This is an optimization exercise on Yosys and OpenROAD, whose aim is small area and a short achievable clock period, not a production implementation.
No functional check of the RTL was part of this run.
Power and IR drop assume default switching activity.

### config.mk
export PLATFORM = sky130hd
export DESIGN_NAME = Controller
export DESIGN_NICKNAME = Controller
export VERILOG_FILES = /design/flow/design.v
export SDC_FILE = /design/flow/constraint.sdc
export NUM_CORES = 4
export LEC_CHECK = 0
export ABC_AREA = 1
export CAP_MARGIN = 20
export CORE_MARGIN = 2
export CORE_UTILIZATION = 45
export SETUP_SLACK_MARGIN = 2.5
export SLEW_MARGIN = 20
export SYNTH_HIERARCHICAL = 1
### flow/run.sh
#!/bin/bash
# Own layout flow: the standard ORFS flow with two changes.
#  - Synthesis: ADDER_MAP_FILE is left empty, so Yosys does not extract full/half adder cells
#    before ABC and ABC maps the adders' gates itself (faster, no larger). Everything else in
#    the standard synthesis, and so every register, its name and cell type, is unchanged.
#  - Placement: every port still gets a buffer, but sky130_fd_sc_hd__buf_1 instead of the delay
#    cell buffer_ports picks by default; the resizer upsizes these where timing needs it.
# Each step's full log is under orfs/logs/; make's own output goes to standard_finish.log.
set -euo pipefail
export BUFFER_PORTS_ARGS="-buffer_cell sky130_fd_sc_hd__buf_1"
bash standard.sh ADDER_MAP_FILE= finish > standard_finish.log 2>&1
### standard.sh
#!/bin/bash
# synth_recipe.tcl (not shown) runs the flow's synth.tcl, then flattens the netlist and writes it again
# the make line also repeats each setting of config.mk as NAME=value (left out here)
make -C /OpenROAD-flow-scripts/flow DESIGN_CONFIG=/design/flow/config.mk WORK_HOME=/design/flow/orfs CLKGATE_MAP_FILE= SYNTH_SCRIPT=/design/flow/synth_recipe.tcl "${@:-finish}"
### design.v
module Controller (CLK, reset, busIn, instrIn, imemAddr, out);
input CLK;
input reset;
input [31:0] busIn;
input [15:0] instrIn;
output [15:0] imemAddr;
output [106:0] out;
reg [15:0] pc;
reg [31:0] acc;
reg mode;
wire [7:0] op  = instrIn[15:8];
wire [7:0] imm = instrIn[7:0];
wire lo_ok  = (op[7:4] == 4'h0);       
wire hi_ok  = (op[7:4] == 4'h1);       
wire [3:0] o = op[3:0];
wire o_br   = hi_ok & (o == 4'h0);
wire o_brz  = hi_ok & (o == 4'h1);
wire o_brnz = hi_ok & (o == 4'h2);
wire o_exit = hi_ok & (o == 4'h3);
wire o_st   = lo_ok & (o == 4'h9);
wire busform = lo_ok & ((o == 4'h1) | (o == 4'h3) | (o == 4'h7) | (o == 4'ha) | (o == 4'hc) | (o == 4'he));
wire m0 = ~mode;
wire [31:0] b = mode ? busIn : {24'b0, imm};
wire sub = mode ? (op[1] & op[0]) : (op[2] & ~op[0]);
wire [31:0] bx = b ^ {32{sub}};
wire [31:0] p0 = acc ^ bx;
wire [31:0] g0 = acc & bx;
wire [31:0] sum;
wire [31:0] ad_p0 = acc ^ bx;
wire [31:0] ad_g0 = acc & bx;
wire ad_gc0 = ad_g0[0] | (ad_p0[0] & sub);
wire ad_g_0 = ad_g0[1] | (ad_p0[1] & ad_gc0);
wire ad_g_1 = ad_g0[3] | (ad_p0[3] & ad_g0[2]);
wire ad_p_1 = ad_p0[3] & ad_p0[2];
wire ad_g_2 = ad_g0[5] | (ad_p0[5] & ad_g0[4]);
wire ad_p_2 = ad_p0[5] & ad_p0[4];
wire ad_g_3 = ad_g0[7] | (ad_p0[7] & ad_g0[6]);
wire ad_p_3 = ad_p0[7] & ad_p0[6];
wire ad_g_4 = ad_g0[9] | (ad_p0[9] & ad_g0[8]);
wire ad_p_4 = ad_p0[9] & ad_p0[8];
wire ad_g_5 = ad_g0[11] | (ad_p0[11] & ad_g0[10]);
wire ad_p_5 = ad_p0[11] & ad_p0[10];
wire ad_g_6 = ad_g0[13] | (ad_p0[13] & ad_g0[12]);
wire ad_p_6 = ad_p0[13] & ad_p0[12];
wire ad_g_7 = ad_g0[15] | (ad_p0[15] & ad_g0[14]);
wire ad_p_7 = ad_p0[15] & ad_p0[14];
wire ad_g_8 = ad_g0[17] | (ad_p0[17] & ad_g0[16]);
wire ad_p_8 = ad_p0[17] & ad_p0[16];
wire ad_g_9 = ad_g0[19] | (ad_p0[19] & ad_g0[18]);
wire ad_p_9 = ad_p0[19] & ad_p0[18];
wire ad_g_10 = ad_g0[21] | (ad_p0[21] & ad_g0[20]);
wire ad_p_10 = ad_p0[21] & ad_p0[20];
wire ad_g_11 = ad_g0[23] | (ad_p0[23] & ad_g0[22]);
wire ad_p_11 = ad_p0[23] & ad_p0[22];
wire ad_g_12 = ad_g0[25] | (ad_p0[25] & ad_g0[24]);
wire ad_p_12 = ad_p0[25] & ad_p0[24];
wire ad_g_13 = ad_g0[27] | (ad_p0[27] & ad_g0[26]);
wire ad_p_13 = ad_p0[27] & ad_p0[26];
wire ad_g_14 = ad_g0[29] | (ad_p0[29] & ad_g0[28]);
wire ad_p_14 = ad_p0[29] & ad_p0[28];
wire ad_g_15 = ad_g0[31] | (ad_p0[31] & ad_g0[30]);
wire ad_p_15 = ad_p0[31] & ad_p0[30];
wire ad_g_16 = ad_g_1 | (ad_p_1 & ad_g_0);
wire ad_g_17 = ad_g_3 | (ad_p_3 & ad_g_2);
wire ad_p_17 = ad_p_3 & ad_p_2;
wire ad_g_18 = ad_g_5 | (ad_p_5 & ad_g_4);
wire ad_p_18 = ad_p_5 & ad_p_4;
wire ad_g_19 = ad_g_7 | (ad_p_7 & ad_g_6);
wire ad_p_19 = ad_p_7 & ad_p_6;
wire ad_g_20 = ad_g_9 | (ad_p_9 & ad_g_8);
wire ad_p_20 = ad_p_9 & ad_p_8;
wire ad_g_21 = ad_g_11 | (ad_p_11 & ad_g_10);
wire ad_p_21 = ad_p_11 & ad_p_10;
wire ad_g_22 = ad_g_13 | (ad_p_13 & ad_g_12);
wire ad_p_22 = ad_p_13 & ad_p_12;
wire ad_g_23 = ad_g_15 | (ad_p_15 & ad_g_14);
wire ad_p_23 = ad_p_15 & ad_p_14;
wire ad_g_24 = ad_g_17 | (ad_p_17 & ad_g_16);
wire ad_g_25 = ad_g_19 | (ad_p_19 & ad_g_18);
wire ad_p_25 = ad_p_19 & ad_p_18;
wire ad_g_26 = ad_g_21 | (ad_p_21 & ad_g_20);
wire ad_p_26 = ad_p_21 & ad_p_20;
wire ad_g_27 = ad_g_23 | (ad_p_23 & ad_g_22);
wire ad_p_27 = ad_p_23 & ad_p_22;
wire ad_g_28 = ad_g_25 | (ad_p_25 & ad_g_24);
wire ad_g_29 = ad_g_27 | (ad_p_27 & ad_g_26);
wire ad_p_29 = ad_p_27 & ad_p_26;
wire ad_g_30 = ad_g_29 | (ad_p_29 & ad_g_28);
wire ad_g_31 = ad_g_26 | (ad_p_26 & ad_g_28);
wire ad_g_32 = ad_g_18 | (ad_p_18 & ad_g_24);
wire ad_g_33 = ad_g_20 | (ad_p_20 & ad_g_28);
wire ad_g_34 = ad_g_22 | (ad_p_22 & ad_g_31);
wire ad_g_35 = ad_g_2 | (ad_p_2 & ad_g_16);
wire ad_g_36 = ad_g_4 | (ad_p_4 & ad_g_24);
wire ad_g_37 = ad_g_6 | (ad_p_6 & ad_g_32);
wire ad_g_38 = ad_g_8 | (ad_p_8 & ad_g_28);
wire ad_g_39 = ad_g_10 | (ad_p_10 & ad_g_33);
wire ad_g_40 = ad_g_12 | (ad_p_12 & ad_g_31);
wire ad_g_41 = ad_g_14 | (ad_p_14 & ad_g_34);
wire ad_g_42 = ad_g0[2] | (ad_p0[2] & ad_g_0);
wire ad_g_43 = ad_g0[4] | (ad_p0[4] & ad_g_16);
wire ad_g_44 = ad_g0[6] | (ad_p0[6] & ad_g_35);
wire ad_g_45 = ad_g0[8] | (ad_p0[8] & ad_g_24);
wire ad_g_46 = ad_g0[10] | (ad_p0[10] & ad_g_36);
wire ad_g_47 = ad_g0[12] | (ad_p0[12] & ad_g_32);
wire ad_g_48 = ad_g0[14] | (ad_p0[14] & ad_g_37);
wire ad_g_49 = ad_g0[16] | (ad_p0[16] & ad_g_28);
wire ad_g_50 = ad_g0[18] | (ad_p0[18] & ad_g_38);
wire ad_g_51 = ad_g0[20] | (ad_p0[20] & ad_g_33);
wire ad_g_52 = ad_g0[22] | (ad_p0[22] & ad_g_39);
wire ad_g_53 = ad_g0[24] | (ad_p0[24] & ad_g_31);
wire ad_g_54 = ad_g0[26] | (ad_p0[26] & ad_g_40);
wire ad_g_55 = ad_g0[28] | (ad_p0[28] & ad_g_34);
wire ad_g_56 = ad_g0[30] | (ad_p0[30] & ad_g_41);
assign sum[0] = ad_p0[0] ^ sub;
assign sum[1] = ad_p0[1] ^ ad_gc0;
assign sum[2] = ad_p0[2] ^ ad_g_0;
assign sum[3] = ad_p0[3] ^ ad_g_42;
assign sum[4] = ad_p0[4] ^ ad_g_16;
assign sum[5] = ad_p0[5] ^ ad_g_43;
assign sum[6] = ad_p0[6] ^ ad_g_35;
assign sum[7] = ad_p0[7] ^ ad_g_44;
assign sum[8] = ad_p0[8] ^ ad_g_24;
assign sum[9] = ad_p0[9] ^ ad_g_45;
assign sum[10] = ad_p0[10] ^ ad_g_36;
assign sum[11] = ad_p0[11] ^ ad_g_46;
assign sum[12] = ad_p0[12] ^ ad_g_32;
assign sum[13] = ad_p0[13] ^ ad_g_47;
assign sum[14] = ad_p0[14] ^ ad_g_37;
assign sum[15] = ad_p0[15] ^ ad_g_48;
assign sum[16] = ad_p0[16] ^ ad_g_28;
assign sum[17] = ad_p0[17] ^ ad_g_49;
assign sum[18] = ad_p0[18] ^ ad_g_38;
assign sum[19] = ad_p0[19] ^ ad_g_50;
assign sum[20] = ad_p0[20] ^ ad_g_33;
assign sum[21] = ad_p0[21] ^ ad_g_51;
assign sum[22] = ad_p0[22] ^ ad_g_39;
assign sum[23] = ad_p0[23] ^ ad_g_52;
assign sum[24] = ad_p0[24] ^ ad_g_31;
assign sum[25] = ad_p0[25] ^ ad_g_53;
assign sum[26] = ad_p0[26] ^ ad_g_40;
assign sum[27] = ad_p0[27] ^ ad_g_54;
assign sum[28] = ad_p0[28] ^ ad_g_34;
assign sum[29] = ad_p0[29] ^ ad_g_55;
assign sum[30] = ad_p0[30] ^ ad_g_41;
assign sum[31] = ad_p0[31] ^ ad_g_56;
function [31:0] rev32(input [31:0] x);
  integer k;
  for (k = 0; k < 32; k = k + 1) rev32[k] = x[31-k];
endfunction
wire dir_l = op[0];                  
wire [31:0] sh_in = dir_l ? acc : rev32(acc);
wire [31:0] x4 = sh_in << imm[3:0];
wire n4 = imm[4];
wire s_add, s_shl_lo, s_shl_hi, s_shr_lo, s_shr_hi, s_ld, s_g, s_p, s_keep;
acc_dec u_dec (.mode(mode), .op(op), .n4(n4), .s_add(s_add), .s_shl_lo(s_shl_lo),
               .s_shl_hi(s_shl_hi), .s_shr_lo(s_shr_lo), .s_shr_hi(s_shr_hi), .s_ld(s_ld),
               .s_g(s_g), .s_p(s_p), .s_keep(s_keep));
wire [31:0] n_add = ~({32{s_add}} & sum);
wire [31:0] n_sh  = ~(({32{s_shl_lo}} & x4)
                    | ({32{s_shl_hi}} & {x4[15:0], 16'b0})
                    | ({32{s_shr_lo}} & rev32(x4))
                    | ({32{s_shr_hi}} & {16'b0, rev32({x4[15:0], 16'b0})}));
wire [31:0] n_lg  = ~(({32{s_ld}}  & b)
                    | ({32{s_g}}   & g0)
                    | ({32{s_p}}   & p0)
                    | ({32{s_keep}} & acc));
wire [31:0] acc_n;
nand3x32 u_fin (.a(n_add), .b(n_sh), .c(n_lg), .y(acc_n));
wire zero  = ~|acc;
wire taken = m0 & (o_br | (o_brz & zero) | (o_brnz & ~zero));
wire hold  = m0 & busform;
wire [7:0] inc_lo = taken ? imm : {7'b0, ~hold};
wire neg = taken & imm[7];
wire [7:0] lp = pc[7:0] ^ inc_lo;
wire [7:0] lg = pc[7:0] & inc_lo;
wire [7:0] lc;    
assign lc[0] = lg[0];
assign lc[1] = lg[1] | (lp[1] & lg[0]);
wire g32 = lg[3] | (lp[3] & lg[2]);
wire p32 = lp[3] & lp[2];
assign lc[2] = lg[2] | (lp[2] & lc[1]);
assign lc[3] = g32 | (p32 & lc[1]);
wire g54 = lg[5] | (lp[5] & lg[4]);
wire p54 = lp[5] & lp[4];
wire g76 = lg[7] | (lp[7] & lg[6]);
wire p76 = lp[7] & lp[6];
wire g74 = g76 | (p76 & g54);
wire p74 = p76 & p54;
assign lc[4] = lg[4] | (lp[4] & lc[3]);
assign lc[5] = g54 | (p54 & lc[3]);
wire g64 = lg[6] | (lp[6] & g54);
wire p64 = lp[6] & p54;
assign lc[6] = g64 | (p64 & lc[3]);
assign lc[7] = g74 | (p74 & lc[3]);
wire [7:0] lo = lp ^ {lc[6:0], 1'b0};
wire up = lc[7] & ~neg;
wire dn = ~lc[7] & neg;
wire [7:0] ones, zeros;    
assign ones[0] = 1'b1;
assign zeros[0] = 1'b1;
genvar gi;
generate for (gi = 1; gi < 8; gi = gi + 1) begin : g_hi
  assign ones[gi]  = ones[gi-1] & pc[8+gi-1];
  assign zeros[gi] = zeros[gi-1] & ~pc[8+gi-1];
end endgenerate
wire [7:0] hi = pc[15:8] ^ (({8{up}} & ones) | ({8{dn}} & zeros));
wire [15:0] pc_n = {hi, lo};
wire st = m0 & o_st;
wire rd = m0 & busform;
assign imemAddr = pc;
assign out = {(st | rd) ? imm : 8'b0, rd, st, st ? acc : 32'b0,
              acc_n, pc_n, instrIn, m0 & o_exit};
always @(posedge CLK)
  if (reset) begin
    pc   <= 16'b0;
    acc  <= 32'b0;
    mode <= 1'b0;
  end else begin
    pc   <= pc_n;
    acc  <= acc_n;
    mode <= rd;
  end
endmodule
module nand3x32(input [31:0] a, input [31:0] b, input [31:0] c, output [31:0] y);
assign y = ~(a & b & c);
endmodule
module acc_dec(input mode, input [7:0] op, input n4, output s_add, output s_shl_lo,
               output s_shl_hi, output s_shr_lo, output s_shr_hi, output s_ld, output s_g,
               output s_p, output s_keep);
wire lo_ok = (op[7:4] == 4'h0);
wire [3:0] o = op[3:0];
wire m1 = mode, m0 = ~mode;
assign s_add    = lo_ok & ((m1 & ((o == 4'h1) | (o == 4'h3))) | (m0 & ((o == 4'h2) | (o == 4'h4))));
assign s_shl_lo = lo_ok & m0 & (o == 4'h5) & ~n4;
assign s_shl_hi = lo_ok & m0 & (o == 4'h5) &  n4;
assign s_shr_lo = lo_ok & m0 & (o == 4'h6) & ~n4;
assign s_shr_hi = lo_ok & m0 & (o == 4'h6) &  n4;
assign s_ld     = lo_ok & ((m1 & (o == 4'h7)) | (m0 & (o == 4'h8)));
assign s_g      = lo_ok & ((m1 & ((o == 4'ha) | (o == 4'hc))) | (m0 & ((o == 4'hb) | (o == 4'hd))));
assign s_p      = lo_ok & ((m1 & ((o == 4'he) | (o == 4'hc))) | (m0 & ((o == 4'hf) | (o == 4'hd))));
assign s_keep   = ~(s_add | s_shl_lo | s_shl_hi | s_shr_lo | s_shr_hi | s_ld | s_g | s_p);
endmodule
### constraint.sdc
create_clock -name core_clock -period 9.0 [get_ports {CLK}]
set_input_delay 1.8000 -clock core_clock [delete_from_list [all_inputs] [get_ports {CLK}]]
set_output_delay 1.8000 -clock core_clock [all_outputs]
set_load 0.01 [all_outputs]
==> summary.md <==
| Metric | Value |
|---|---|
| Cells after DPL | 1,833 |
| DRC errors left | 0 |
| Worst-skew pair later-pin latency | 0.32 ns |
| Mean Syn Cell Area | 5.33 um2 |
| Post-place setup slack | 1.87 ns |
| Final worst path period share | 0.701 |
| CTS H-tree depth | 2 |
| Routed length per instance | 17.8 um |
| Crit-path cells | buf_1 -> buf_4 -> inv_1 -> buf_4 -> o21ai_0 -> nand2_1 -> o21ai_0 -> inv_1 -> o21ai_1 -> o22ai_1 -> a31oi_1 -> nand3_1 -> buf_1 |
| Placed instance area | 0.00867 mm2 |
| Reg2reg setup slack | 5.48 ns |
| DRT iter0 DRCs | 1,349 |
| Drt total wl | 33.0 mm |
| Crit path kind | input port to output pin |
| Register area share after synthesis | 0.122 |
| Reg clk slew, reported paths | 0.08 ns |
| TritonCTS clock tree | done |
| Crit. Startpoint | instrIn[1] |
| Post-synth ARST share | 0 |
| PwrDens | 72.0 mW/mm2 |
| Lkg Pwr | 4.24 nW |
| Max-cap violations | 0 |
| FF+latch count, synth | 49 |
| GRT Util Overall | 0.333 |
| YS warnings | 7 |
| Share of layout cells above drive strength 1 | 0.0831 |
| Final Hold Fails | 0 |
| Hold crit path type | flip-flop to flip-flop |
| Via count of the first global-routing pass | 9,144 |
| Hold_buf cts | 0 |
| Critical path capture point type | output pin |
| CTS buffer count | 5 |
| Setup crit start kind | input port |
| Initial Util | 0.463 |
| Fin util | 0.525 |
| Crit-path max cell delay | 0.39 ns |
| Peak supply drop | 0.0770 mV |
| Combinational share of power | 0.331 |
| Hold Startpoint | pc[15] |
| Sw Pwr | 0.263 mW |
| Die ar. | 0.0189 mm2 |
| Vias per cell | roughly 5.8 |
| Via count | 10,700 |
| Antenna violations before repair | 0 |
| Post-Layout Cell Count | 1,849 |
| EDFF count, synth | 0 |
| Power, Total | 0.656 mW |
| Crit path max fanout | 30 |
| Maximum clock rate | between 150 and 200 MHz |
| Boundary Pins | 173 |
| R2R cell count | 28 |
| # rows | 48 |
| WHS Endpoint | pc[15] |
| Cell chosen for the clock root | clkbuf_16 |
| Post-synthesis cell type count | between 50 and 60 |
| Hpwl dp | 24.3 mm |
| Worst-Margin Slew | ~0.79 ns |
| Layout Nets | 1,673 |
| Syn_nets | 1,558 |
| Die Wd | 138 um |
| Max-slew violation count | 0 |
| Setup TNS | 0 ns |
| Remaining Overflow, GRT | 0 |
| CTS max path bufs | 2 |
| Synthesized cell area | between 0.008 and 0.009 mm2 |
| Sw frac | 0.401 |
| Slew margin rel. | 0.466 |
| Hold path depth | 3 |
| DIE HEIGHT | 138 um |
| Placer congestion estimate | 1.04 |
| Int Power | 0.393 mW |
| Largest net degree at the start of global routing | 54 |
| Final worst slack | 2.69 ns |
| CP Data Required Time | 7.20 ns |
| R2r endpoint | acc[31] |
| Period minus WS final | 6.31 ns |
| Status | timing/DRC/antenna clean |
| Hold slack | 0.554 ns |
| Syn Inst Count | 1,508 |
| Clk sinks | between 40 and 50 |
| Sequential Power Share | 0.340 |
| Layout Skew | 0.00738 ns |
| Core area | between 0.015 and 0.02 mm2 |
| Number of I/O port buffers | 172 |
| Synth-to-layout area growth | 13.4% |
| RSZ-0062 raised after global routing | yes |
| Final ANT Viol Nets | 0 |
| Crit-path slowest cell | a31oi_1 |
| First-pass GRT wire length | between 40 and 50 mm |
| Worst flop-to-flop path startpoint | mode |
| Diode count | 0 |
| Clock power share | 0.329 |
| Final setup vio count | 0 |
| Final instance area | slightly above 0.009 mm2 |
| CP arrival | 4.51 ns |
| First-pass iteration count of the detailed router | 6 |
| Ys flop type | dfxtp_1 |
[sequential cells by signal, indices dropped and copies added, names as in the netlist]
register and cells:
acc 32, mode 1, pc 16
[Yosys stat by module, one instance, submodules excluded]
module / cell area, um2 / flops+latches / cells inside / times used
Controller: 7590 / 49 / 1414 / 1
acc_dec: 283 / 0 / 62 / 1
nand3x32: 160 / 0 / 32 / 1
[worst max path at each step]
stage | slack, ns | end
final | 2.69 | out[63]
after global routing | 2.46 | out[64]
after CTS | 2.53 | out[64]
after detailed placement | 1.87 | out[64]
after global placement | 1.92 | out[64]
after floorplan | 3.49 | out[24]
[layout make-up]
cell class	count	area [um2]
clock buffers	5	125
clock inverters	3	28.8
fillers	1968	8240
inverters	220	837
multi-input cells	1153	5910
flip-flops and latches	49	982
well taps	225	282
repair buffers	194	946
[cell usage after synthesis (4+ instances only)]
| master | n | area share |
|---|---|---|
| nand2_1 | 386 | 0.18 |
| inv_1 | 190 | 0.089 |
| nor2_1 | 179 | 0.084 |
| nand3_1 | 149 | 0.093 |
| o21ai_0 | 124 | 0.077 |
| o22ai_1 | 60 | 0.047 |
| clkbuf_1 | 50 | 0.023 |
| dfxtp_1 | 49 | 0.12 |
| mux2i_1 | 36 | 0.045 |
| a221oi_1 | 28 | 0.031 |
| inv_2 | 27 | 0.013 |
| a31oi_1 | 25 | 0.019 |
| buf_4 | 20 | 0.019 |
| a21oi_1 | 17 | 0.011 |
| nand2_2 | 17 | 0.013 |
| o21ai_1 | 17 | 0.011 |
| nand4_1 | 13 | 0.010 |
| nor3_1 | 9 | 0.0056 |
| buf_1 | 8 | 0.0037 |
| xor2_1 | 8 | 0.0087 |
| buf_2 | 7 | 0.0044 |
| or2_2 | 7 | 0.0054 |
| nand3_2 | 6 | 0.0075 |
| nor2_2 | 6 | 0.0047 |
| o211ai_1 | 6 | 0.0056 |
| a21boi_0 | 5 | 0.0047 |
| nand3b_1 | 5 | 0.0047 |
| a211oi_1 | 4 | 0.0037 |
| nand2_4 | 4 | 0.0056 |
| o21bai_2 | 4 | 0.0056 |
[worst max-delay path: cells and delay by family]
family,cells,cell delay (ns)
and+or+nand+nor,2,0.26
AOI/OAI and AO/OA,5,1.29
buffers and inverters,6,1.14
[placed cells by master (no fill, tap or decap), types with 4 or more instances in the layout]
cell type  instances
dfxtp_1           48
nand3_1          149
xor2_1             8
nand4_1           13
clkbuf_16          8
a21oi_1           17
clkbuf_2           5
inv_2             24
nor2_1           177
nor3_1             9
nand2_1          383
nand3_2            4
o21ai_1           19
nand2_2           18
buf_1            164
o21ai_2            4
a221oi_1          28
nand2_8            5
nand3b_1           5
nor2_2             8
a21boi_0           5
o211ai_1           6
a31oi_1           25
inv_1            190
o21bai_2           4
o22ai_1           60
mux2i_1           36
or2_2              7
buf_4             17
o21ai_0          121
[per-layer routing]
layer | part of all wire | wire [um] | global-route usage | vias to the layer above
met5 | 0 | 0 | 0 | -
met4 | 0.025 | 829 | 0.0842 | 0
met3 | 0.13 | 4160 | 0.0839 | 53
met2 | 0.41 | 13700 | 0.493 | 576
met1 | 0.43 | 14300 | 0.478 | 4841
li1 | - | - | - | 5220
[power by group through the flow]
stage | sequential (mW) | combinational, mW | clock [mW]
floorplan | 0.228 | 0.141 | 0
global placement | 0.228 | 0.194 | 0
detailed placement | 0.228 | 0.195 | 0
CTS | 0.223 | 0.198 | 0.220
global route | 0.223 | 0.238 | 0.226
finish | 0.223 | 0.217 | 0.216
[cells by family after synthesis]
| logic type | synth area share |
|---|---|
| AND/OR/NAND/NOR | 0.424 |
| multiplexers | 0.0448 |
| buffers and inverters | 0.157 |
| flip-flops | 0.122 |
| XOR/XNOR | 0.0109 |
| AO/OA/AOI/OAI | 0.241 |
[repair_timing]
action	in CTS	in global routing
pin swaps	0	1
buffers inserted	0	3
endpoints found under the setup margin	32	21
gates resized for setup	12	35
cloned	0	5

static timing again, ports no longer ideal:
In the flow no input, the clock included, has a driving cell. The finished layout below was timed again as built, in two steps. Step 1 sets driving cells, clkbuf_16 on the clock port and buf_2 on the other inputs (assumed; they add their load-dependent delay and slew). Step 2 also shifts input and output timing later by t, the mid clock arrival at the registers, as if the neighbouring blocks saw the same clock. a / b / c = ideal ports / drivers / drivers and shift; a / b = the first two.
t, ns: 0.357
setup WS [ns]: 2.693 / 2.542 / 2.542
worst setup path after step 2: input to output
clock arrival spread, ns: 0.008 / 0.008
After both steps this run still meets setup and hold. For this run, drivers alone change the setup slack by -0.151 ns; drivers and shift together by -0.151 ns.
